From an optimization exercise on the open Yosys and OpenROAD flow, aimed at small area, a short achievable clock period and few clock cycles; shortcuts taken in it are not production practice.
Only simulation tests tie the RTL to the original design; equivalence was not proved.

==> design.v <==
module Registrador (
    input  wire        Clk,
    input  wire        Reset,
    input  wire        Load,
    input  wire [31:0] Entrada,
    output reg  [31:0] Saida
);
always @(posedge Clk) begin
    if (Reset)
        Saida <= 32'd0;
    else if (Load)
        Saida <= Entrada;
end
endmodule
module Instr_Reg (
    input  wire        Clk,
    input  wire        Reset,
    input  wire        Load_ir,
    input  wire [31:0] Entrada,
    output reg  [5:0]  Instr31_26,
    output reg  [4:0]  Instr25_21,
    output reg  [4:0]  Instr20_16,
    output reg  [15:0] Instr15_0
);
always @(posedge Clk) begin
    if (Reset) begin
        Instr31_26 <= 6'd0;
        Instr25_21 <= 5'd0;
        Instr20_16 <= 5'd0;
        Instr15_0  <= 16'd0;
    end
    else if (Load_ir) begin
        Instr31_26 <= Entrada[31:26];
        Instr25_21 <= Entrada[25:21];
        Instr20_16 <= Entrada[20:16];
        Instr15_0  <= Entrada[15:0];
    end
end
endmodule
module Banco_reg (
    input  wire        Clk,
    input  wire        Reset,
    input  wire        RegWrite,
    input  wire [4:0]  ReadReg1,
    input  wire [4:0]  ReadReg2,
    input  wire [4:0]  WriteReg,
    input  wire [31:0] WriteData,
    output wire [31:0] ReadData1,
    output wire [31:0] ReadData2
);
reg [31:0] Cluster [0:31];
integer i;
assign ReadData1 = Cluster[ReadReg1];
assign ReadData2 = Cluster[ReadReg2];
always @(posedge Clk) begin
    if (Reset) begin
        for (i = 0; i < 32; i = i + 1)
            Cluster[i] <= 32'd0;
    end
    else if (RegWrite)
        Cluster[WriteReg] <= WriteData;
end
endmodule
module RegDesloc (
    input  wire        Clk,
    input  wire        Reset,
    input  wire [2:0]  Shift,
    input  wire [4:0]  N,
    input  wire [31:0] Entrada,
    output wire [31:0] Saida
);
reg [31:0] temp;
reg [4:0]  n_shift;
assign Saida = temp;
always @(posedge Clk) begin
    if (Reset)
        temp <= 32'd0;
    else begin
        case (Shift)
            3'b001: begin
                temp    <= Entrada;
                n_shift <= N;
            end
            3'b010: temp <= temp << n_shift;
            3'b011: temp <= temp >> n_shift;
            3'b100: temp <= $signed(temp) >>> n_shift;
            3'b101: temp <= (temp >> n_shift) | (temp << (6'd32 - {1'b0, n_shift}));
            3'b110: temp <= (temp << n_shift) | (temp >> (6'd32 - {1'b0, n_shift}));
            default: temp <= temp;
        endcase
    end
end
endmodule
module Ula32 (
    input  wire [31:0] A,
    input  wire [31:0] B,
    input  wire [2:0]  Seletor,
    output wire [31:0] S,
    output wire        Overflow,
    output wire        Negativo,
    output wire        z,
    output wire        Igual,
    output wire        Maior,
    output wire        Menor
);
wire [31:0] novo_B;
wire [31:0] carry_temp;
wire [31:0] soma_temp;
reg  [31:0] s_temp;
wire        overflow_temp;
wire        igual_temp;
assign novo_B = (Seletor == 3'b001) ? B :
                (Seletor == 3'b100) ? 32'd1 :
                                      ~B;
assign soma_temp[0]  = A[0] ^ novo_B[0] ^ Seletor[1];
assign carry_temp[0] = (Seletor[1] & (A[0] | novo_B[0])) | (A[0] & novo_B[0]);
genvar k;
generate
    for (k = 1; k < 32; k = k + 1) begin : g_carry
        assign soma_temp[k]  = A[k] ^ novo_B[k] ^ carry_temp[k-1];
        assign carry_temp[k] = (carry_temp[k-1] & (A[k] | novo_B[k])) | (A[k] & novo_B[k]);
    end
endgenerate
always @(*) begin
    case (Seletor)
        3'b000:  s_temp = A;
        3'b001:  s_temp = soma_temp;
        3'b010:  s_temp = soma_temp;
        3'b011:  s_temp = A & B;
        3'b110:  s_temp = A ^ B;
        3'b101:  s_temp = ~A;
        3'b100:  s_temp = soma_temp;
        default: s_temp = 32'd0;
    endcase
end
assign S             = s_temp;
assign Negativo      = s_temp[31];
assign z             = (s_temp == 32'd0);
assign overflow_temp = carry_temp[31] ^ carry_temp[30];
assign Overflow      = overflow_temp;
assign igual_temp    = (soma_temp == 32'd0) ? ~overflow_temp : 1'b0;
assign Igual         = igual_temp;
assign Maior         = ((~soma_temp[31] & ~overflow_temp) | (overflow_temp & ~A[31])) & ~igual_temp;
assign Menor         = (soma_temp[31] & ~overflow_temp) | (overflow_temp & A[31]);
endmodule
module Control_Unit (
    output reg        PCWrite,
    output reg  [2:0] PCSource,
    output reg        MemWrRd,
    output reg  [2:0] MemAdrsSrc,
    output reg  [1:0] WDControl,
    output reg        IRWrite,
    output reg        MDWrite,
    output reg  [1:0] MDControl,
    output reg  [1:0] WriteIn,
    output reg  [2:0] WriteDataSrc,
    output reg        RegWrite,
    output reg        ABWrite,
    output reg  [2:0] ALUControl,
    output reg  [1:0] ALUSrcA,
    output reg  [1:0] ALUSrcB,
    output reg        ALUOutWrite,
    output reg        EPCWrite,
    output reg  [2:0] ShiftControl,
    output reg        ShiftEntry,
    output reg        DivMultTempWrite,
    output reg        DivMultEntry,
    output reg  [1:0] Div,
    output reg  [1:0] Mult,
    output reg        DivorMult,
    output reg        WriteHi,
    output reg        WriteLo,
    input  wire       Clock,
    input  wire       Reset,
    input  wire       MulttoControl,
    input  wire [1:0] DivtoControl,
    input  wire [5:0] Funct,
    input  wire [5:0] Opcode,
    input  wire       Z,
    input  wire       N,
    input  wire       O,
    input  wire       ET,
    input  wire       GT,
    input  wire       LT
);
    parameter RESET1 = 7'd0;
    parameter RESET2 = 7'd1;
    parameter BUSCA1 = 7'd2;
    parameter BUSCA2 = 7'd3;
    parameter INSTRUCAOWRITE = 7'd4;
    parameter LEITURA1 = 7'd5;
    parameter LEITURA2 = 7'd6;
    parameter ESCREVE1 = 7'd7;
    parameter ESCREVE2 = 7'd8;
    parameter AND = 7'd9;
    parameter ADD = 7'd10;
    parameter SUB = 7'd11;
    parameter ADDIS = 7'd12;
    parameter JR = 7'd13;
    parameter J = 7'd14;
    parameter JAL1 = 7'd15;
    parameter JAL2 = 7'd16;
    parameter MFHI = 7'd17;
    parameter MFLO = 7'd18;
    parameter SLT = 7'd19;
    parameter BREAK = 7'd20;
    parameter RTE = 7'd21;
    parameter LUI = 7'd22;
    parameter SLTI = 7'd23;
    parameter BRANCHS = 7'd24;
    parameter DESVIO = 7'd25;
    parameter OFFSOMARS = 7'd26;
    parameter MEMTOMDR1 = 7'd27;
    parameter MEMTOMDR2 = 7'd28;
    parameter ADDM = 7'd29;
    parameter LB = 7'd30;
    parameter LH = 7'd31;
    parameter LW = 7'd32;
    parameter SB = 7'd33;
    parameter SH = 7'd34;
    parameter SW = 7'd35;
    parameter SHIFTSHAMT = 7'd36;
    parameter SHIFTREG = 7'd37;
    parameter SHIFTDIREITA = 7'd38;
    parameter SHIFTARITMETICO = 7'd39;
    parameter SHIFTESQUERDA = 7'd40;
    parameter SHIFTRESULT = 7'd41;
    parameter OVERFLOW = 7'd42;
    parameter OVERFLOW2 = 7'd43;
    parameter OVERFLOW3 = 7'd44;
    parameter OVERFLOW4 = 7'd45;
    parameter INEXISTENTE = 7'd46;
    parameter INEXISTENTE2 = 7'd47;
    parameter INEXISTENTE3 = 7'd48;
    parameter INEXISTENTE4 = 7'd49;
    parameter MULT1 = 7'd50;
    parameter MULT2 = 7'd51;
    parameter MULT3 = 7'd52;
    parameter DIV1 = 7'd53;
    parameter DIV2 = 7'd54;
    parameter DIV3 = 7'd55;
    parameter DIVM1 = 7'd56;
    parameter DIVM2 = 7'd57;
    parameter DIVM3 = 7'd58;
    parameter DIVM4 = 7'd59;
    parameter DIVM5 = 7'd60;
    parameter DIVZERO = 7'd61;
    parameter DIVZERO2 = 7'd62;
    parameter DIVZERO3 = 7'd63;
    parameter DIVZERO4 = 7'd64;
    reg [6:0] State;
    reg [1:0] Counter;
    always @(posedge Clock) begin
        if (Reset) begin
            State <= RESET1;
            Counter <= 2'b00;
            PCWrite <= 0;
            PCSource <= 3'b000;
            MemWrRd <= 0;
            MemAdrsSrc <= 3'b000;
            WDControl <= 2'b00;
            IRWrite <= 0;
            MDWrite <= 0;
            MDControl <= 2'b00;
            WriteIn <= 2'b00;
            WriteDataSrc <= 3'b000;
            RegWrite <= 0;
            ABWrite <= 0;
            ALUControl <= 3'b000;
            ALUSrcA <= 2'b00;
            ALUSrcB <= 2'b00;
            ALUOutWrite <= 0;
            EPCWrite <= 0;
            ShiftControl <= 3'b000;
            ShiftEntry <= 0;
            DivMultTempWrite <= 0;
            DivMultEntry <= 0;
            Div <= 2'b00;
            Mult <= 2'b00;
            DivorMult <= 0;
            WriteHi <= 0;
            WriteLo <= 0;
        end
        else if (State == RESET1) begin
            State <= RESET2;
            Counter <= 2'b00;
            PCWrite <= 0;
            PCSource <= 3'b000;
            MemWrRd <= 0;
            MemAdrsSrc <= 3'b000;
            WDControl <= 2'b00;
            IRWrite <= 0;
            MDWrite <= 0;
            MDControl <= 2'b00;
            WriteIn <= 2'b00;
            WriteDataSrc <= 3'b000;
            RegWrite <= 0;
            ABWrite <= 0;
            ALUControl <= 3'b000;
            ALUSrcA <= 2'b00;
            ALUSrcB <= 2'b00;
            ALUOutWrite <= 0;
            EPCWrite <= 0;
            ShiftControl <= 3'b000;
            ShiftEntry <= 0;
            DivMultTempWrite <= 0;
            DivMultEntry <= 0;
            Div <= 2'b00;
            Mult <= 2'b00;
            DivorMult <= 0;
            WriteHi <= 0;
            WriteLo <= 0;
        end
        else if (State == RESET2) begin
            WriteIn <= 2'b10;
            WriteDataSrc <= 3'b110;
            RegWrite <= 1;
            State <= BUSCA1;
        end
        else if (State == BUSCA1) begin
            PCWrite <= 1;
            PCSource <= 3'b001;
            MemWrRd <= 0;
            MemAdrsSrc <= 3'b000;
            WDControl <= 2'b00;
            IRWrite <= 0;
            MDWrite <= 0;
            MDControl <= 2'b00;
            WriteIn <= 2'b00;
            WriteDataSrc <= 3'b000;
            RegWrite <= 0;
            ABWrite <= 0;
            ALUControl <= 3'b001;
            ALUSrcA <= 2'b00;
            ALUSrcB <= 2'b01;
            ALUOutWrite <= 0;
            EPCWrite <= 0;
            ShiftControl <= 3'b000;
            ShiftEntry <= 0;
            DivMultTempWrite <= 0;
            DivMultEntry <= 0;
            Div <= 2'b00;
            Mult <= 2'b00;
            DivorMult <= 0;
            WriteHi <= 0;
            WriteLo <= 0;
            Counter <= 2'b00;
            State <= BUSCA2;
        end
        else if (State == BUSCA2) begin
            PCWrite <= 0;
            PCSource <= 3'b000;
            MemWrRd <= 0;
            MemAdrsSrc <= 3'b000;
            ALUControl <= 3'b000;
            ALUSrcA <= 2'b00;
            ALUSrcB <= 2'b00;
            State <= INSTRUCAOWRITE;
        end
        else if (State == INSTRUCAOWRITE) begin
            MemWrRd <= 0;
            MemAdrsSrc <= 3'b000;
            IRWrite <= 1;
            State <= LEITURA1;
        end
        else if (State == LEITURA1) begin
            IRWrite <= 0;
            ABWrite <= 1;
            ALUControl <= 3'b001;
            ALUSrcA <= 2'b00;
            ALUSrcB <= 2'b11;
            ALUOutWrite <= 1;
            State <= LEITURA2;
        end
        else if (State == LEITURA2) begin
            ABWrite <= 0;
            ALUControl <= 3'b000;
            ALUSrcA <= 2'b00;
            ALUSrcB <= 2'b00;
            ALUOutWrite <= 0;
            Counter <= 2'b00;
            if (Opcode == 6'h0) begin
                if (Funct == 6'h0 || Funct == 6'h2 ||
                    Funct == 6'h3)
                    State <= SHIFTSHAMT;
                else if (Funct == 6'h4 || Funct == 6'h7)
                    State <= SHIFTREG;
                else if (Funct == 6'h5)
                    State <= DIVM1;
                else if (Funct == 6'h8)
                    State <= JR;
                else if (Funct == 6'hd)
                    State <= BREAK;
                else if (Funct == 6'h10)
                    State <= MFHI;
                else if (Funct == 6'h12)
                    State <= MFLO;
                else if (Funct == 6'h13)
                    State <= RTE;
                else if (Funct == 6'h18)
                    State <= MULT1;
                else if (Funct == 6'h1a)
                    State <= DIV1; 
                else if (Funct == 6'h20)
                    State <= ADD;
                else if (Funct == 6'h22)
                    State <= SUB;
                else if (Funct == 6'h24)
                    State <= AND;
                else if (Funct == 6'h2a)
                    State <= SLT;
                else 
                    State <= INEXISTENTE;
            end
            else if (Opcode == 6'h2)
                State <= J;
            else if (Opcode == 6'h3)
                State <= JAL1;
            else if (Opcode == 6'h4 || Opcode == 6'h5 ||
                     Opcode == 6'h6 || Opcode == 6'h7)
                State <= BRANCHS;
            else if (Opcode == 6'h8 || Opcode == 6'h9)
                State <= ADDIS;
            else if (Opcode == 6'ha)
                State <= SLTI;
            else if (Opcode == 6'hf)
                    State <= LUI;
            else if (Opcode == 6'h1  || Opcode == 6'h20 ||
                     Opcode == 6'h21 || Opcode == 6'h23 ||
                     Opcode == 6'h28 || Opcode == 6'h29 ||
                     Opcode == 6'h2b)
                State <= OFFSOMARS;
            else
                State <= INEXISTENTE;
        end
        else if (State == ESCREVE1) begin
            WriteIn <= 2'b01;
            WriteDataSrc <= 3'b000;
            RegWrite <= 1;
            ALUControl <= 3'b000;
            ALUSrcA <= 2'b00;
            ALUSrcB <= 2'b00;
            ALUOutWrite <= 0;
            Counter <= 2'b00;
            State <= BUSCA1;
        end
        else if (State == ESCREVE2) begin
            WriteIn <= 2'b00;
            WriteDataSrc <= 3'b000;
            RegWrite <= 1;
            ALUControl <= 3'b000;
            ALUSrcA <= 2'b00;
            ALUSrcB <= 2'b00;
            ALUOutWrite <= 0;
            Counter <= 2'b00;
            State <= BUSCA1;
        end
        else if (State == AND) begin
            ALUControl <= 3'b011;
            ALUSrcA <= 2'b01;
            ALUSrcB <= 2'b00;
            ALUOutWrite <= 1;
            State <= ESCREVE1;
        end
        else if (State == ADD) begin
            ALUControl <= 3'b001;
            ALUSrcA <= 2'b01;
            ALUSrcB <= 2'b00;
            ALUOutWrite <= 1;
            if (Counter == 2'b01) begin 
                if (O == 1)
                    State <= OVERFLOW;
                else
                    State <= ESCREVE1;
            end
            else
                Counter <= Counter + 1;
        end
        else if (State == SUB) begin
            ALUControl <= 3'b010;
            ALUSrcA <= 2'b01;
            ALUSrcB <= 2'b00;
            ALUOutWrite <= 1;
            if (Counter == 2'b01) begin 
                if (O == 1)
                    State <= OVERFLOW;
                else
                    State <= ESCREVE1;
            end
            else
                Counter <= Counter + 1;
        end
        else if (State == ADDIS) begin
            ALUControl <= 3'b001;
            ALUSrcA <= 2'b01;
            ALUSrcB <= 2'b10;
            ALUOutWrite <= 1;
            if (Counter == 2'b01) begin 
                if (Opcode == 6'h8 && O == 1)
                    State <= OVERFLOW;
                else
                    State <= ESCREVE2;
            end
            else
                Counter <= Counter + 1;
        end
        else if (State == JR) begin
            PCWrite <= 1;
            PCSource <= 3'b001;
            ALUControl <= 3'b000;
            ALUSrcA <= 2'b01;
            State <= BUSCA1;
        end
        else if (State == J) begin
            PCWrite <= 1;
            PCSource <= 3'b000;
            State <= BUSCA1;
        end
        else if (State == JAL1) begin
            ALUControl <= 3'b000;
            ALUSrcA <= 2'b00;
            ALUOutWrite <= 1;
            State <= JAL2;
        end
        else if (State == JAL2) begin
            PCWrite <= 1;
            PCSource <= 3'b000;
            WriteIn <= 2'b11;
            WriteDataSrc <= 3'b000;
            RegWrite <= 1;
            ALUControl <= 3'b000;
            ALUSrcA <= 2'b00;
            ALUOutWrite <= 0;
            State <= BUSCA1;
        end
        else if (State == MFHI) begin
            WriteIn <= 2'b01;
            WriteDataSrc <= 3'b100;
            RegWrite <= 1;
            State <= BUSCA1;
        end
        else if (State == MFLO) begin
            WriteIn <= 2'b01;
            WriteDataSrc <= 3'b011;
            RegWrite <= 1;
            State <= BUSCA1;
        end
        else if (State == SLT) begin
            WriteIn <= 2'b01;
            WriteDataSrc <= 3'b111;
            RegWrite <= 1;
            ALUControl <= 3'b111;
            ALUSrcA <= 2'b01;
            ALUSrcB <= 2'b00;
            State <= BUSCA1;
        end
        else if (State == BREAK) begin
            PCWrite <= 1;
            PCSource <= 3'b001;
            ALUControl <= 3'b010;
            ALUSrcA <= 2'b00;
            ALUSrcB <= 2'b01;
            State <= BUSCA1;
        end
        else if (State == RTE) begin
            PCWrite <= 1;
            PCSource <= 3'b010;
            State <= BUSCA1;
        end
        else if (State == LUI) begin
            WriteIn <= 2'b00;
            WriteDataSrc <= 3'b010;
            RegWrite <= 1;
            State <= BUSCA1;
        end
        else if (State == SLTI) begin
            WriteIn <= 2'b00;
            WriteDataSrc <= 3'b111;
            RegWrite <= 1;
            ALUControl <= 3'b111; 
            ALUSrcA <= 2'b01;
            ALUSrcB <= 2'b10;
            State <= BUSCA1;
        end
        else if (State == BRANCHS) begin
            ALUControl <= 3'b111;
            ALUSrcA <= 2'b01;
            ALUSrcB <= 2'b00;
            if (Counter == 2'b01) begin 
                if ((Opcode == 6'h4 && ET == 0) ||
                    (Opcode == 6'h5 && ET == 1) ||
                    (Opcode == 6'h6 && GT == 1) ||
                    (Opcode == 6'h7 && GT == 0))
                    State <= BUSCA1;
                else if ((Opcode == 6'h4 && ET == 1) ||
                    (Opcode == 6'h5 && ET == 0) ||
                    (Opcode == 6'h6 && (ET == 1 || LT == 1)) ||
                    (Opcode == 6'h7 && GT == 1))
                    State <= DESVIO;
            end
            else
                Counter <= Counter + 1;
        end
        else if (State == DESVIO) begin
            PCWrite <= 1;
            PCSource <= 3'b011;
            ALUControl <= 3'b000;
            ALUSrcA <= 2'b00;
            ALUSrcB <= 2'b00;
            Counter <= 2'b00;
            State <= BUSCA1;
        end
        else if (State == OFFSOMARS) begin
            ALUControl <= 3'b001;
            ALUSrcA <= 2'b01;
            ALUSrcB <= 2'b10;
            ALUOutWrite <= 1;
            State <= MEMTOMDR1;
        end
        else if (State == MEMTOMDR1) begin
            MemWrRd <= 0;
            MemAdrsSrc <= 3'b001;
            ALUControl <= 3'b000;
            ALUSrcA <= 2'b00;
            ALUSrcB <= 2'b00;
            ALUOutWrite <= 0;
            if (Counter == 2'b00) begin
                Counter <= Counter + 1;
            end
            else if (Counter == 2'b01) begin
                Counter <= 2'b00;
                State <= MEMTOMDR2;
            end
        end
        else if (State == MEMTOMDR2) begin
            MemWrRd <= 0;
            MemAdrsSrc <= 3'b001;
            MDWrite <= 1;
            Counter <= 2'b00;
            if (Opcode == 6'h1)
                State <= ADDM;
            else if (Opcode == 6'h20)
                State <= LB;
            else if (Opcode == 6'h21)
                State <= LH;
            else if (Opcode == 6'h23)
                State <= LW;
            else if (Opcode == 6'h28)
                State <= SB;
            else if (Opcode == 6'h29)
                State <= SH;
            else if (Opcode == 6'h2b)
                State <= SW;
        end
        else if (State == ADDM) begin
            ALUControl <= 3'b001;
            ALUSrcA <= 2'b10;
            ALUSrcB <= 2'b00;
            ALUOutWrite <= 1;
            MemWrRd <= 0;
            MemAdrsSrc <= 3'b000;
            MDWrite <= 0;
            if (Counter == 2'b01) begin 
                if (O == 1)
                    State <= OVERFLOW;
                else
                    State <= ESCREVE2;
            end
            else
                Counter <= Counter + 1;
        end
        else if (State == LB) begin
            MDControl <= 2'b10;
            WriteIn <= 2'b00;
            WriteDataSrc <= 3'b001;
            RegWrite <= 1;
            MemWrRd <= 0;
            MemAdrsSrc <= 3'b000;
            MDWrite <= 0;
            State <= BUSCA1;
        end
        else if (State == LH) begin
            MDControl <= 2'b01;
            WriteIn <= 2'b00;
            WriteDataSrc <= 3'b001;
            RegWrite <= 1;
            MemWrRd <= 0;
            MemAdrsSrc <= 3'b000;
            MDWrite <= 0;
            State <= BUSCA1;
        end
        else if (State == LW) begin
            MDControl <= 2'b00;
            WriteIn <= 2'b00;
            WriteDataSrc <= 3'b001;
            RegWrite <= 1;
            MemWrRd <= 0;
            MemAdrsSrc <= 3'b000;
            MDWrite <= 0;
            State <= BUSCA1;
        end
        else if (State == SB) begin
            MemWrRd <= 1;
            MemAdrsSrc <= 3'b001;
            WDControl <= 2'b10;
            State <= BUSCA1;
        end
        else if (State == SH) begin
            MemWrRd <= 1;
            MemAdrsSrc <= 3'b001;
            WDControl <= 2'b01;
            State <= BUSCA1;
        end
        else if (State == SW) begin
            MemWrRd <= 1;
            MemAdrsSrc <= 3'b001;
            WDControl <= 2'b00;
            State <= BUSCA1;
        end
        else if (State == SHIFTSHAMT) begin
            ShiftControl <= 3'b001;
            ShiftEntry <= 0;
            if (Funct == 6'h2)
                State <= SHIFTDIREITA;
            else if (Funct == 6'h3)
                State <= SHIFTARITMETICO;
            else if (Funct == 6'h0)
                State <= SHIFTESQUERDA;
        end
        else if (State == SHIFTREG) begin
            ShiftControl <= 3'b001;
            ShiftEntry <= 1;
            if (Funct == 6'h4)
                State <= SHIFTESQUERDA;
            else if (Funct == 6'h7)
                State <= SHIFTARITMETICO;
        end
        else if (State == SHIFTDIREITA) begin
            ShiftControl <= 3'b011;
            ShiftEntry <= 0;
            State <= SHIFTRESULT;
        end
        else if (State == SHIFTARITMETICO) begin
            ShiftControl <= 3'b100;
            ShiftEntry <= 0;
            State <= SHIFTRESULT;
        end
        else if (State == SHIFTESQUERDA) begin
            ShiftControl <= 3'b010;
            ShiftEntry <= 0;
            State <= SHIFTRESULT;
        end
        else if (State == SHIFTRESULT) begin
            WriteIn <= 2'b01;
            WriteDataSrc <= 3'b101;
            RegWrite <= 1;
            ShiftControl <= 3'b000;
            State <= BUSCA1;
        end
        else if (State == OVERFLOW) begin
            ALUControl <= 3'b010;
            ALUSrcA <= 2'b00;
            ALUSrcB <= 2'b01;
            EPCWrite <= 1;
            MemWrRd <= 0;
            MemAdrsSrc <= 3'b011;
            ALUOutWrite <= 0;
            State <= OVERFLOW2;
        end
        else if (State == OVERFLOW2) begin
            MemWrRd <= 0;
            MemAdrsSrc <= 3'b011;
            ALUControl <= 3'b000;
            ALUSrcA <= 2'b00;
            ALUSrcB <= 2'b00;
            EPCWrite <= 0;
            State <= OVERFLOW3;
        end
        else if (State == OVERFLOW3) begin
            MemWrRd <= 0;
            MemAdrsSrc <= 3'b011;
            MDWrite <= 1;
            State <= OVERFLOW4;
        end
        else if (State == OVERFLOW4) begin
            PCWrite <= 1;
            PCSource <= 3'b100;
            MDControl <= 2'b10;
            MemWrRd <= 0;
            MemAdrsSrc <= 3'b000;
            MDWrite <= 0;
            State <= BUSCA1;
        end
        else if (State == INEXISTENTE) begin
            ALUControl <= 3'b010;
            ALUSrcA <= 2'b00;
            ALUSrcB <= 2'b01;
            EPCWrite <= 1;
            MemWrRd <= 0;
            MemAdrsSrc <= 3'b010;
            ALUOutWrite <= 0;
            State <= INEXISTENTE2;
        end
        else if (State == INEXISTENTE2) begin
            MemWrRd <= 0;
            MemAdrsSrc <= 3'b010;
            ALUControl <= 3'b000;
            ALUSrcA <= 2'b00;
            ALUSrcB <= 2'b00;
            EPCWrite <= 0;
            State <= INEXISTENTE3;
        end
        else if (State == INEXISTENTE3) begin
            MemWrRd <= 0;
            MemAdrsSrc <= 3'b010;
            MDWrite <= 1;
            State <= INEXISTENTE4;
        end
        else if (State == INEXISTENTE4) begin
            PCWrite <= 1;
            PCSource <= 3'b100;
            MDControl <= 2'b10;
            MemWrRd <= 0;
            MemAdrsSrc <= 3'b000;
            MDWrite <= 0;
            State <= BUSCA1;
        end
        else if (State == MULT1) begin
            DivMultEntry <= 0;
            Mult <= 2'b01;
            State <= MULT2;
        end
        else if (State == MULT2) begin
            Mult <= 2'b10;
            DivMultEntry <= 0;
            if (MulttoControl == 1)
                State <= MULT3;
        end
        else if (State == MULT3) begin
            DivorMult <= 1;
            WriteHi <= 1;
            WriteLo <= 1;
            Mult <= 2'b00;
            State <= BUSCA1;
        end
        else if (State == DIV1) begin
            DivMultEntry <= 0;
            Div <= 2'b01;
            State <= DIV2;
        end
        else if (State == DIV2) begin
            Div <= 2'b10;
            DivMultEntry <= 0;
            if (DivtoControl == 2'b01)
                State <= DIV3;
            else if (DivtoControl == 2'b10)
                State <= DIVZERO;
        end
        else if (State == DIV3) begin
            DivorMult <= 0;
            WriteHi <= 1;
            WriteLo <= 1;
            Div <= 2'b00;
            State <= BUSCA1;
        end
        else if (State == DIVM1) begin
            MemAdrsSrc <= 3'b110;
            MemWrRd <= 0;
            if (Counter == 2'b01) begin 
                State <= DIVM2;
            end
            else begin
                Counter <= Counter + 1;
            end
        end
        else if (State == DIVM2) begin
            MemAdrsSrc <= 3'b101;
            MemWrRd <= 0;
            MDWrite <= 1;
            Counter <= 2'b00;
            State <= DIVM3;
        end
        else if (State == DIVM3) begin
            MemAdrsSrc <= 3'b101;
            MemWrRd <= 0;
            DivMultTempWrite <= 1;
            MDWrite <= 0;
            State <= DIVM4;
        end
        else if (State == DIVM4) begin
            MemAdrsSrc <= 3'b101;
            MemWrRd <= 0;
            MDWrite <= 1;
            DivMultTempWrite <= 0;
            State <= DIVM5;
        end
        else if (State == DIVM5) begin
            DivMultEntry <= 1;
            Div <= 2'b01;
            MemAdrsSrc <= 3'b000;
            MemWrRd <= 0;
            MDWrite <= 0;
            State <= DIV2;
        end
        else if (State == DIVZERO) begin
            ALUControl <= 3'b010;
            ALUSrcA <= 2'b00;
            ALUSrcB <= 2'b01;
            EPCWrite <= 1;
            MemWrRd <= 0;
            MemAdrsSrc <= 3'b100;
            Div <= 2'b00;
            State <= DIVZERO2;  
        end
        else if (State == DIVZERO2) begin
            MemWrRd <= 0;
            MemAdrsSrc <= 3'b100;
            ALUControl <= 3'b000;
            ALUSrcA <= 2'b00;
            ALUSrcB <= 2'b00;
            EPCWrite <= 0;
            State <= DIVZERO3;  
        end
        else if (State == DIVZERO3) begin
            MemWrRd <= 0;
            MemAdrsSrc <= 3'b100;
            MDWrite <= 1;
            State <= DIVZERO4;  
        end
        else if (State == DIVZERO4) begin
            PCWrite <= 1;
            PCSource <= 3'b100;
            MDControl <= 2'b10;
            MemWrRd <= 0;
            MemAdrsSrc <= 3'b000;
            MDWrite <= 0;
            State <= BUSCA1;  
        end
    end
endmodule
module Div(
    output reg [31:0] Hi,
    output reg [31:0] Lo,
    output reg [1:0]  DivtoControl,
    input wire        Clock,
    input wire        Reset,
    input wire [1:0]  State,
    input wire [31:0] Dividend,
    input wire [31:0] Divider
);
reg [63:0] Resto;
reg [31:0] Divider_reg;
reg [5:0] Counter;
reg Dividend_Sinal;
reg Divider_Sinal;
reg [31:0] Temp;
reg [1:0]  c_DivtoControl;
reg [63:0] c_Resto;
reg [31:0] c_Divider_reg;
reg [5:0]  c_Counter;
reg        c_Dividend_Sinal;
reg        c_Divider_Sinal;
always @(posedge Clock) begin
    c_DivtoControl = DivtoControl;
    c_Resto = Resto;
    c_Divider_reg = Divider_reg;
    c_Counter = Counter;
    c_Dividend_Sinal = Dividend_Sinal;
    c_Divider_Sinal = Divider_Sinal;
    if (Reset) begin
        c_Resto = 64'd0;
        c_Divider_reg = 32'd0;
        c_Counter = 6'd0;
        c_DivtoControl = 2'b00;
        c_Dividend_Sinal = 0;
        c_Divider_Sinal = 0;
    end
    else if (State == 2'b00) begin
        c_Counter = 6'd0;
        c_DivtoControl = 2'b00;
        c_Dividend_Sinal = 0;
        c_Divider_Sinal = 0;
    end
    else if (State == 2'b01) begin
        if (Dividend[31] == 1) begin
            c_Resto = {32'd0, ((~Dividend) + 32'd1)};
            c_Dividend_Sinal = 1;
        end
        else begin
            c_Resto = {32'd0, Dividend};
            c_Dividend_Sinal = 0;
        end
        if (Divider[31] == 1) begin
            c_Divider_reg = (~Divider) + 1;
            c_Divider_Sinal = 1;
        end
        else begin
            c_Divider_reg = Divider;
            c_Divider_Sinal = 0;
        end
        if (c_Divider_reg == 0)
            c_DivtoControl = 2'b10;
    end
    else if (State == 2'b10) begin
        if (c_Counter <= 32) begin
            Temp = c_Resto[63:32] - c_Divider_reg;
            if (Temp[31] == 1) begin
                c_Resto[63:32] = c_Resto[63:32];
                c_Resto = {c_Resto[62:0], 1'b0};
            end
            else begin
                c_Resto[63:32] = Temp;
                c_Resto = {c_Resto[62:0], 1'b1};
            end
            c_Counter = c_Counter + 1;
        end
        if (c_Counter >= 33) begin
            if (c_DivtoControl != 2'b01) begin
                if (c_Dividend_Sinal == c_Divider_Sinal) begin
                    c_Resto[31:0] = c_Resto[31:0];
                end
                else begin
                    c_Resto[31:0] = (~c_Resto[31:0]) + 1;
                end
                if (c_Resto[63:32] != 0) begin
                    c_Resto[63:32] = {1'b0, c_Resto[63:33]};
                    if (c_Dividend_Sinal == 0)
                        c_Resto[63:32] = c_Resto[63:32];
                    else 
                        c_Resto[63:32] = (~c_Resto[63:32]) + 1;
                end
            end
            c_DivtoControl = 2'b01;
        end
    end
    DivtoControl <= c_DivtoControl;
    Resto <= c_Resto;
    Divider_reg <= c_Divider_reg;
    Counter <= c_Counter;
    Dividend_Sinal <= c_Dividend_Sinal;
    Divider_Sinal <= c_Divider_Sinal;
end
always @(*) begin
        Hi = Resto[63:32];
        Lo = Resto[31:0];
    end
endmodule
module Extend_1to32 (
    output wire [31:0] O,
    input  wire        I
);
assign O = {31'd0, I};
endmodule
module MD_Control (
    output wire [31:0] O,
    input  wire [31:0] I,
    input  wire [1:0]  Selector
);
    assign O = (Selector == 2'b00) ?                I:  
               (Selector == 2'b01) ? {16'd0, I[15:0]}:  
               (Selector == 2'b10) ?  {24'd0, I[7:0]}:  
                                                32'bx;
endmodule
module MUX_2to1 (
    output wire [31:0] O,
    input  wire [31:0] I0,
    input  wire [31:0] I1,
    input  wire        Select
);
assign O = (Select == 1'b0) ? I0: I1;
endmodule
module MUX_ALUSrcA (
    output wire [31:0] O,
    input  wire [31:0] I0,
    input  wire [31:0] I1,
    input  wire [31:0] I2,
    input  wire [1:0]  Select
);
assign O = (Select == 2'b00) ? I0:  
           (Select == 2'b01) ? I1:  
           (Select == 2'b10) ? I2:  
                            32'bx;
endmodule
module MUX_ALUSrcB (
    output wire [31:0] O,
    input  wire [31:0] I0,
    input  wire [31:0] I2,
    input  wire [31:0] I3,
    input  wire [1:0]  Select
);
assign O = (Select == 2'b00) ? I0:     
           (Select == 2'b01) ? 32'd4:  
           (Select == 2'b10) ? I2:     
                               I3;     
endmodule
module MUX_MemAdrsSrc (
    output wire [31:0] O,
    input  wire [31:0] I0,
    input  wire [31:0] I1,
    input  wire [31:0] I5,
    input  wire [31:0] I6,
    input  wire [2:0]  Select
);
assign O = (Select == 3'b000) ? I0:       
           (Select == 3'b001) ? I1:       
           (Select == 3'b010) ? 32'd253:  
           (Select == 3'b011) ? 32'd254:  
           (Select == 3'b100) ? 32'd255:  
           (Select == 3'b101) ? I5:       
           (Select == 3'b110) ? I6:       
                             32'bx;
endmodule
module MUX_PCSource (
    output wire [31:0] O,
    input  wire [31:0] I0,
    input  wire [31:0] I1,
    input  wire [31:0] I2,
    input  wire [31:0] I3,
    input  wire [31:0] I4,
    input  wire [2:0]  Select
);
assign O = (Select == 3'b000) ? I0:  
           (Select == 3'b001) ? I1:  
           (Select == 3'b010) ? I2:  
           (Select == 3'b011) ? I3:  
           (Select == 3'b100) ? I4:  
                             32'bx;
endmodule
module MUX_ShiftNumber (
    output wire [4:0] O,
    input  wire [4:0] I0,
    input  wire [4:0] I1,
    input  wire       Select
);
assign O = (Select == 1'b0) ? I0:  
                              I1;  
endmodule
module MUX_WriteDataSrc (
    output wire [31:0] O,
    input  wire [31:0] I0,
    input  wire [31:0] I1,
    input  wire [31:0] I2,
    input  wire [31:0] I3,
    input  wire [31:0] I4,
    input  wire [31:0] I5,
    input  wire [31:0] I7,
    input  wire [2:0]  Select
);
assign O = (Select == 3'b000) ? I0:        
           (Select == 3'b001) ? I1:       
           (Select == 3'b010) ? I2:       
           (Select == 3'b011) ? I3:       
           (Select == 3'b100) ? I4:       
           (Select == 3'b101) ? I5:       
           (Select == 3'b110) ? 32'd227:  
                                I7;       
endmodule
module MUX_WriteIn (
    output wire [4:0] O,
    input  wire [4:0] I0,
    input  wire [15:0] I1,
    input  wire [1:0] Select
);
assign O = (Select == 2'b00) ? I0:     
           (Select == 2'b01) ? I1[15:11]:     
           (Select == 2'b10) ? 5'd29:  
                               5'd31;  
endmodule
module Mult (
    output reg  [31:0] Hi,
    output reg  [31:0] Lo,
    output reg         MulttoControl,
    input  wire        Clock,
    input  wire        Reset,
    input  wire [1:0]  State,
    input  wire [31:0] Multiplying,
    input  wire [31:0] Multiplier
);
    reg [5:0]  Counter;
    reg [31:0] Multiplying_reg;
    reg [63:0] Product;
    reg        Operation;
    reg        Product_signal;
    reg        c_MulttoControl;
    reg [5:0]  c_Counter;
    reg [31:0] c_Multiplying_reg;
    reg [63:0] c_Product;
    reg        c_Operation;
    reg        c_Product_signal;
always @(posedge Clock) begin
    c_MulttoControl = MulttoControl;
    c_Counter = Counter;
    c_Multiplying_reg = Multiplying_reg;
    c_Product = Product;
    c_Operation = Operation;
    c_Product_signal = Product_signal;
    if (Reset) begin
        c_MulttoControl = 0;
        c_Counter = 6'd0;
        c_Multiplying_reg = 32'd0;
        c_Product = 64'd0;
    end
    else if (State == 2'b00) begin
        c_MulttoControl = 0;
        c_Counter = 6'd0;
    end
    else if (State == 2'b01) begin
        c_Multiplying_reg = Multiplying;
        c_MulttoControl = 0;
        c_Counter = 6'd0;
        if (Multiplying[31] == Multiplier[31])
            c_Product_signal = 0;
        else
            c_Product_signal = 1;
        if (Multiplier[31] == 0) begin
            c_Operation = 0;
            c_Product = {32'd0, Multiplier};
        end
        else begin 
            c_Operation = 1;
            c_Product = {32'd0, ((~Multiplier) + 32'd1)};
        end
    end
    else if (State == 2'b10) begin
        if (c_Counter <= 31) begin
            if (c_Product[0] == 1) begin
                if (c_Operation == 0)
                    c_Product[63:32] = c_Product[63:32] + c_Multiplying_reg;
                else 
                    c_Product[63:32] = c_Product[63:32] - c_Multiplying_reg;
            end
            if (c_Product[63:32] == 0)
                c_Product = {1'b0, c_Product[63:1]};
            else
                c_Product = {c_Product_signal, c_Product[63:1]};
            c_Counter = c_Counter + 1;
        end
        if (c_Counter >= 32) begin
            c_MulttoControl = 1;
        end
    end
    MulttoControl <= c_MulttoControl;
    Counter <= c_Counter;
    Multiplying_reg <= c_Multiplying_reg;
    Product <= c_Product;
    Operation <= c_Operation;
    Product_signal <= c_Product_signal;
end
always @(*) begin
    Hi = Product[63:32];
    Lo = Product[31:0];
end
endmodule
module ShiftLeft16 (
    output wire [31:0] O,
    input  wire [15:0] I
);
assign O = {I[15:0], 16'd0};
endmodule
module ShiftLeft2_32bits (
    output wire [31:0] O,
    input  wire [31:0] I
);
assign O = I << 2;
endmodule
module ShiftLeft_26to28 (
    output wire [27:0] O,
    input  wire [25:0] I
);
assign O = {I[25:0], 2'b00};
endmodule
module SignExtend_16to32 (
    output wire [31:0] O,
    input  wire [15:0] I
);
assign O = (I[15] == 1) ? {16'b1111111111111111, I[15:0]}:
                          {16'b0000000000000000, I[15:0]};
endmodule
module WD_Control (
    output wire [31:0] O,
    input  wire [31:0] I,
    input  wire [31:0] Data,
    input  wire [1:0]  Selector
);
    assign O = (Selector == 2'b00) ?                      I:  
               (Selector == 2'b01) ? {Data[31:16], I[15:0]}:  
               (Selector == 2'b10) ?   {Data[31:8], I[7:0]}:  
                                                      32'bx;
endmodule
module CPU (
    input  wire        clock,
    input  wire        reset,
    output wire [31:0] mem_addr,
    output wire        mem_wr,
    output wire [31:0] mem_wdata,
    input  wire [31:0] mem_rdata
);
    wire Z;
    wire N;
    wire O;
    wire ET;
    wire GT;
    wire LT;
    wire PCWrite;
    wire MemWrRd;
    wire IRWrite;
    wire RegWrite;
    wire ABWrite;
    wire MDWrite;
    wire ShiftEntry;
    wire DivMultTempWrite;
    wire DivMultEntry;
    wire DivorMult;
    wire WriteHi;
    wire WriteLo;
    wire [1:0] ALUSrcA;
    wire [1:0] ALUSrcB;
    wire [1:0] WriteIn;
    wire [1:0] MDControl;
    wire [1:0] WDControl;
    wire [1:0] Div;
    wire [1:0] Mult;
    wire [2:0] PCSource;
    wire [2:0] MemAdrsSrc;
    wire [2:0] ALUControl;
    wire [2:0] WriteDataSrc;
    wire [2:0] ShiftControl;
    wire MulttoControl;
    wire [1:0] DivtoControl;
    wire ALUOutWrite;
    wire EPCWrite;
    wire [31:0] M_PCSource_out;
    wire [31:0] JumpAdrs;
    wire [31:0] ALU;
    wire [31:0] EPC;
    wire [31:0] ALU_out;
    wire [31:0] MDControl_out;
    wire [31:0] MuxMem_out;
    wire [31:0] PC_out;
    wire [31:0] A;
    wire [31:0] B;
    wire [31:0] WDControl_out;
    wire [31:0] MemData_out;
    wire [31:0] MemDataReg_out;
    wire [5:0] Opcode;
    wire [4:0] Instr25_21;
    wire [4:0] Instr20_16;
    wire [15:0] Instr15_0;
    wire [4:0] M_WriteIn_out;
    wire [31:0] SL16_out;
    wire [31:0] Extd_1to32_out;
    wire [31:0] ShiftReg_out;
    wire [31:0] M_WriteData_out;
    wire [31:0] BReg_to_A;
    wire [31:0] BReg_to_B;
    wire [31:0] MuxA_out;
    wire [31:0] MuxB_out;
    wire [31:0] Extend_16to32_out;
    wire [31:0] SL2_out;
    wire [25:0] Instrucoes_25to0;
    wire [27:0] Shift_26to28_out;
    wire [4:0] MUX_Shift_N_out;
    wire [31:0] MUX_Shift_Entry_out;
    wire [31:0] DivMultTempReg_out;
    wire [31:0] MUX_DivMult_Entry1_out;
    wire [31:0] MUX_DivMult_Entry2_out;
    wire [31:0] Div_out_hi;
    wire [31:0] Div_out_lo;
    wire [31:0] Mult_out_hi;
    wire [31:0] Mult_out_lo;
    wire [31:0] MUX_DivMult_Out1_out;
    wire [31:0] MUX_DivMult_Out2_out;
    wire [31:0] Hi;
    wire [31:0] Lo;
    assign Instrucoes_25to0 = {Instr25_21, Instr20_16, Instr15_0};
    assign JumpAdrs = {PC_out[31:28], Shift_26to28_out};
    MUX_PCSource M_PCSource_(
        M_PCSource_out,
        JumpAdrs,
        ALU,
        EPC,
        ALU_out,
        MDControl_out,
        PCSource
    );
    Registrador PC_(
        clock,
        reset,
        PCWrite,
        M_PCSource_out,
        PC_out
    );
    MUX_MemAdrsSrc MuxMem_ (
        MuxMem_out,
        PC_out,
        ALU_out,
        A,
        B,
        MemAdrsSrc
    );
    assign mem_addr    = MuxMem_out;
    assign mem_wr      = MemWrRd;
    assign mem_wdata   = WDControl_out;
    assign MemData_out = mem_rdata;
    Instr_Reg IR_(
        clock,
        reset,
        IRWrite,
        MemData_out,
        Opcode,
        Instr25_21,
        Instr20_16,
        Instr15_0
    );
    MUX_WriteIn M_WriteIn_(
        M_WriteIn_out,
        Instr20_16,
        Instr15_0,
        WriteIn
    );
    ShiftLeft16 SL16_(
        SL16_out,
        Instr15_0
    );
    Extend_1to32 Extd_1to32_(
        Extd_1to32_out,
        LT
    );
    MUX_WriteDataSrc M_WriteData_(
        M_WriteData_out,
        ALU_out,
        MDControl_out,
        SL16_out,
        Lo,
        Hi,
        ShiftReg_out,
        Extd_1to32_out,
        WriteDataSrc
    );
    Banco_reg BReg_(
        clock,
        reset,
        RegWrite,
        Instr25_21,
        Instr20_16,
        M_WriteIn_out,
        M_WriteData_out,
        BReg_to_A,
        BReg_to_B
    );
    Registrador A_(
        clock,
        reset,
        ABWrite,
        BReg_to_A,
        A
    );
    Registrador B_(
        clock,
        reset,
        ABWrite,
        BReg_to_B,
        B
    );
    MUX_ALUSrcA MuxA_(
        MuxA_out,
        PC_out,
        A,
        MemDataReg_out,
        ALUSrcA
    );
    SignExtend_16to32 Extend_16to32_(
        Extend_16to32_out,
        Instr15_0
    );
    ShiftLeft2_32bits SL2_(
        SL2_out,
        Extend_16to32_out
    );
    MUX_ALUSrcB MuxB_(
        MuxB_out,
        B,
        Extend_16to32_out,
        SL2_out,
        ALUSrcB
    );
    Ula32 ALU_(
        MuxA_out,
        MuxB_out,
        ALUControl,
        ALU,
        O,
        N,
        Z,
        ET,
        GT,
        LT
    );
    Registrador EPC_(
        clock,
        reset,
        EPCWrite,
        ALU,
        EPC
    );
    Registrador ALU_out_(
        clock,
        reset,
        ALUOutWrite,
        ALU,
        ALU_out
    );
    ShiftLeft_26to28 Shift_26to28_(
        Shift_26to28_out,
        Instrucoes_25to0
    );
    Registrador MemDataReg_(
        clock,
        reset,
        MDWrite,
        MemData_out,
        MemDataReg_out
    );
    MD_Control MemDataControl_(
        MDControl_out,
        MemDataReg_out,
        MDControl
    );
    WD_Control WriteDataControl_(
        WDControl_out,
        B,
        MemDataReg_out,
        WDControl
    );
    MUX_ShiftNumber MUX_Shift_N_(
        MUX_Shift_N_out,
        Instr15_0[10:6],
        B[4:0],
        ShiftEntry
    );
    MUX_2to1 MUX_Shift_Entry_(
        MUX_Shift_Entry_out,
        B,
        A,
        ShiftEntry
    );
    RegDesloc ShiftReg_(
        clock,
        reset,
        ShiftControl,
        MUX_Shift_N_out,
        MUX_Shift_Entry_out,
        ShiftReg_out
    );
    Registrador DivMultTempReg_(
        clock,
        reset,
        DivMultTempWrite,
        MemDataReg_out,
        DivMultTempReg_out
    );
    MUX_2to1 MUX_DivMult_Entry1_(
        MUX_DivMult_Entry1_out,
        A,
        MemDataReg_out,
        DivMultEntry
    );
    MUX_2to1 MUX_DivMult_Entry2_(
        MUX_DivMult_Entry2_out,
        B,
        DivMultTempReg_out,
        DivMultEntry
    );
    Mult Mult_(
        Mult_out_hi,
        Mult_out_lo,
        MulttoControl,
        clock,
        reset,
        Mult,
        MUX_DivMult_Entry1_out,
        MUX_DivMult_Entry2_out
    );
    Div Div_(
        Div_out_hi,
        Div_out_lo,
        DivtoControl,
        clock,
        reset,
        Div,
        MUX_DivMult_Entry1_out,
        MUX_DivMult_Entry2_out
    );
    MUX_2to1 MUX_DivMult_Out1_(
        MUX_DivMult_Out1_out,
        Div_out_hi,
        Mult_out_hi,
        DivorMult
    );
    MUX_2to1 MUX_DivMult_Out2_(
        MUX_DivMult_Out2_out,
        Div_out_lo,
        Mult_out_lo,
        DivorMult
    );
    Registrador Hi_(
        clock,
        reset,
        WriteHi,
        MUX_DivMult_Out1_out,
        Hi
    );
    Registrador Lo_(
        clock,
        reset,
        WriteLo,
        MUX_DivMult_Out2_out,
        Lo
    );
    Control_Unit Control_(
        PCWrite,
        PCSource,
        MemWrRd,
        MemAdrsSrc,
        WDControl,
        IRWrite,
        MDWrite,
        MDControl,
        WriteIn,
        WriteDataSrc,
        RegWrite,
        ABWrite,
        ALUControl,
        ALUSrcA,
        ALUSrcB,
        ALUOutWrite,
        EPCWrite,
        ShiftControl,
        ShiftEntry,
        DivMultTempWrite,
        DivMultEntry,
        Div,
        Mult,
        DivorMult,
        WriteHi,
        WriteLo,
        clock,
        reset,
        MulttoControl,
        DivtoControl,
        Instr15_0[5:0],
        Opcode,
        Z,
        N,
        O,
        ET,
        GT,
        LT
    );
endmodule
==> run.sh <==
#!/bin/bash
# synth_recipe.tcl (not shown) runs the flow's synth.tcl, then flattens the netlist and writes it again
# the make line also repeats each setting of config.mk as NAME=value (left out here)
make -C /OpenROAD-flow-scripts/flow DESIGN_CONFIG=/design/flow/config.mk WORK_HOME=/design/flow/orfs CLKGATE_MAP_FILE= SYNTH_SCRIPT=/design/flow/synth_recipe.tcl finish
==> config.mk <==
export PLATFORM = sky130hd
export DESIGN_NAME = CPU
export DESIGN_NICKNAME = CPU
export VERILOG_FILES = /design/flow/design.v
export SDC_FILE = /design/flow/constraint.sdc
export NUM_CORES = 4
export LEC_CHECK = 0
export CAP_MARGIN = 20
export CORE_MARGIN = 2
export CORE_UTILIZATION = 30
export SLEW_MARGIN = 20
==> constraint.sdc <==
create_clock -name core_clock -period 17.0 [get_ports {clock}]
set_input_delay 3.4000 -clock core_clock [delete_from_list [all_inputs] [get_ports {clock}]]
set_output_delay 3.4000 -clock core_clock [all_outputs]
set_load 0.01 [all_outputs]
==> reports/metrics.csv <==
metric,value,unit
fmax,61.55,MHz
core_area,342200,um2
worst_ir_drop_vdd,0.07978,mV
maxCapViolCount,0,
timing.rr.start,Control_.ALUControl[0],
yosysTopAreaCell,edfxtp_1,
rows,215,
num-nets-final,9955,
hold_buffers,0,
synth_cell_types,98,
cts_root_buf,clkbuf_16,
hold_depth,2,
reg2reg_depth,54,
p_leak,35.91,nW
crit_start,Control_.ALUControl[0],
die_w,589.8,um
grt.busiest_layer,met2,
rsz0062_at_grt,false,
async_flop_share,0,%
critPathKind,reg -> reg,
synth_ff_type,edfxtp_1,
drc,0,
gp_congestion,1.021,
numCtsBuffers,182,
grt_pass1_wl,609800,um
die_h,589.8,um
grt_util_met2,36.26,%
slowest_delay,0.51,ns
seqPwrFrac,40.8,%
die_area,347900,um2
drv_slew,0,
clk_latency,0.91,ns
netlist.area_leader.share,30.07,%
first_pass_iters,6,
power.internal,7.322,mW
seq_area_frac_synth,41.97,%
yosysWarnings,8,
final_cell_area,114900,um2
crit_path_end_kind,register,
grt_max_degree,143,
p_comb_share,22.0,%
synth_edf_count,1031,
fin_tns_setup,0,ns
tightest_slew,1.324,ns
critPathMaxFanout,17,
switching_share,32.57,%
syn_nets,10340,
setup_viol,0,
p_sw,3.537,mW
largest-register,BReg_.Cluster,
p_total,10.86,mW
hold_viol_final,0,
cp_num_buf_inv,7,
grt_usage,24.08,%
clkTransAtPathRegs,0.07,ns
synth.avg_cell_area,10.13,um2
cts.sinks,1643,
syn2layout_area_growth,11.61,%
dpl_cell_area,109100,um2
cpMostUsedCell,fa_1,
ys_seq_elements,1643,
synthTopCellsByArea,"edfxtp_1 (30%), mux4_2 (15%), dfxtp_1 (12%), nor2_1 (8.0%), mux2i_1 (6.0%)",
max-slew-margin-rel,11.18,%
reg_top3,"BReg_.Cluster (1024), Div_.Resto (64), Mult_.Product (64)",
h-tree-depth,4,
hold_slack,0.4562,ns
clkPwrFrac,37.2,%
period_needed,16.25,ns
initial_core_util,30.09,%
clockBufferDepth,4,
antenna_found_initial,18,
first_global_vias,80120,
synthCells,10160,
overflow,0,
postCtsSetupBuffers,0,
post-route-period-util,95.57,%
viasPerCell,6.014,
crit_family,adder cells,
cts_resized,0,
cp.required,17.80,ns
routed_wl,433400,um
wire_per_inst,29.94,um
largest_register_ffs,1024,
finalClockSkew,0.1038,ns
vias,87040,
dp_hpwl,291900,um
startpoint_type,register,
arrival,17.04,ns
io_buffer_count,98,
synthesis.area,103000,um2
drtIter0Drc,13000,
tritoncts,yes,
io-pin-count,99,
holdCritStartpoint,Control_.MemWrRd,
layout-drive-gt1-share,16.25,%
crit_slowest_cell,fa_1,
drtAntennaViolNets,0,
use_met1,31.79,%
hold_path_class,reg -> reg,
power_density,94.50,nW/um2
gr-usage-met3,5.247,%
crit_cells,54,
status,finished clean,
[per-stage QoR]
step	instances	util [%]	setup WS [ns]
floorplan	10160	-	1.170
global placement	14140	31.86	0.9368
detailed placement	14140	31.87	0.9371
CTS	14470	33.57	0.9125
global route	14470	33.58	0.1119
finish	14470	33.58	0.7538
[worst register-to-register path, delay by kind of cell, from the launching register on]
family                     cells  cell delay [ns]
AOI/OAI and AO/OA              4             1.06
xor gates and xnor gates       1             0.20
adders and majority gates     32            12.25
buffers and inverters          7             0.70
DFF                            1             0.33
muxes                          1             0.19
and+or+nand+nor                9             1.43
[cells by family (layout without fill, tap and decap cells)]
logic type	after synthesis	count (layout)	synth area share, %
AO/OA/AOI/OAI	2113	2113	13.44
buffers and inverters	1134	884	4.227
AND/OR/NAND/NOR	3518	3518	14.51
XOR/XNOR	188	188	1.607
multiplexers	1413	1413	22.17
adder cells (fa/ha/maj)	150	150	2.078
flip-flops	1643	1643	41.97
other	0	7	0
[synth_stat cells, types with 18 or more instances]
| library cell | instances |
|---|---|
| a22oi_1 | 117 |
| and2_1 | 25 |
| o221ai_1 | 26 |
| nor3b_1 | 66 |
| nor4_1 | 47 |
| dfxtp_1 | 612 |
| a21boi_0 | 40 |
| o31ai_1 | 38 |
| clkbuf_1 | 833 |
| o21ai_1 | 30 |
| a211oi_1 | 361 |
| a21oi_1 | 479 |
| buf_1 | 142 |
| nand2b_1 | 100 |
| nor2b_1 | 35 |
| o21ai_0 | 442 |
| ha_1 | 115 |
| o211ai_1 | 65 |
| xor2_1 | 68 |
| nand2_1 | 583 |
| fa_1 | 35 |
| a32oi_1 | 24 |
| buf_2 | 18 |
| nor2_1 | 2191 |
| mux4_2 | 683 |
| edfxtp_1 | 1031 |
| a31oi_1 | 65 |
| or2_2 | 20 |
| a21o_1 | 49 |
| mux2i_1 | 619 |
| inv_1 | 113 |
| or3_1 | 40 |
| nor3_1 | 166 |
| o22ai_1 | 80 |
| xnor2_1 | 119 |
| o21a_1 | 32 |
| a221o_1 | 19 |
| a221oi_1 | 62 |
| nand3_1 | 133 |
| o311ai_0 | 20 |
| nand4_1 | 32 |
| and3_1 | 26 |
| mux2_2 | 111 |
[layer usage]
metal	part of all wire [%]	wire, um
met5	0.013	58
met4	7.0	30390
met3	12	49970
met2	44	188700
met1	38	164300
[power by group through the flow]
stage          combinational [mW]  sequential (mW)  clock [mW]
2_1_floorplan                1.46             4.48           0
3_3_place_gp                 2.30             4.51           0
3_5_place_dp                 2.30             4.52           0
4_1_cts                      2.31             4.43        4.05
5_1_grt                      2.50             4.45        4.20
6_report                     2.39             4.43        4.04
[path summary, 6_finish.rpt]
path	endpoint	slack [ns]
worst max-delay path	Control_.State[1]	0.75
worst min register to register	Control_.MemWrRd	0.46
worst min-delay path	Control_.MemWrRd	0.46
worst max register to register	Control_.State[1]	0.75
[cell usage in the layout (no fill, tap or decap), drive strengths merged, types with 49 or more instances in the layout]
master / instances
nand2b: 100
o211ai: 65
clkdlybuf4s50: 97
xor2: 68
a21o: 49
nand2: 583
a22oi: 117
nor3: 168
nand3: 133
a221oi: 66
clkinv: 65
mux4: 683
nor2: 2191
dfxtp: 612
o22ai: 80
inv: 118
o21ai: 473
a21oi: 479
clkbuf: 235
a211oi: 361
nor3b: 66
buf: 344
mux2i: 619
mux2: 111
xnor2: 120
edfxtp: 1031
a31oi: 66
ha: 115
[layout make-up]
class	count	area (um2)
antenna	7	17.52
clock buffer	235	4916
clock inverter	87	880.8
fill	34540	227300
inverter	121	454.2
multi-input combinational	7382	55950
sequential	1643	43280
tap	4557	5702
timing repair buffer	441	3714
Testbench counts, summed over its fixed seeds: cycles 153,464.

-- what the ideal ports hide --
No port has a modelled driver above. Below, the same layout with a new extraction and two added sets of constraints. Step 1: set_driving_cell puts a clkbuf_16 on clock and a buf_2 on each other input, an assumption about the parent block. Step 2 also shifts input and output timing later by t, the mid clock arrival at the registers, as if the neighbouring blocks saw the same clock. Slacks: ideal / step 1 / step 2; pairs: ideal / step 1.
t, ns: 0.975
slack for setup (ns): 0.754 / 0.754 / 0.754
hold WS [ns]: 0.456 / 0.456 / 0.456
After both steps this run still meets setup and hold. For this run, drivers alone change the setup slack by 0.000 ns; drivers and shift together by 0.000 ns.
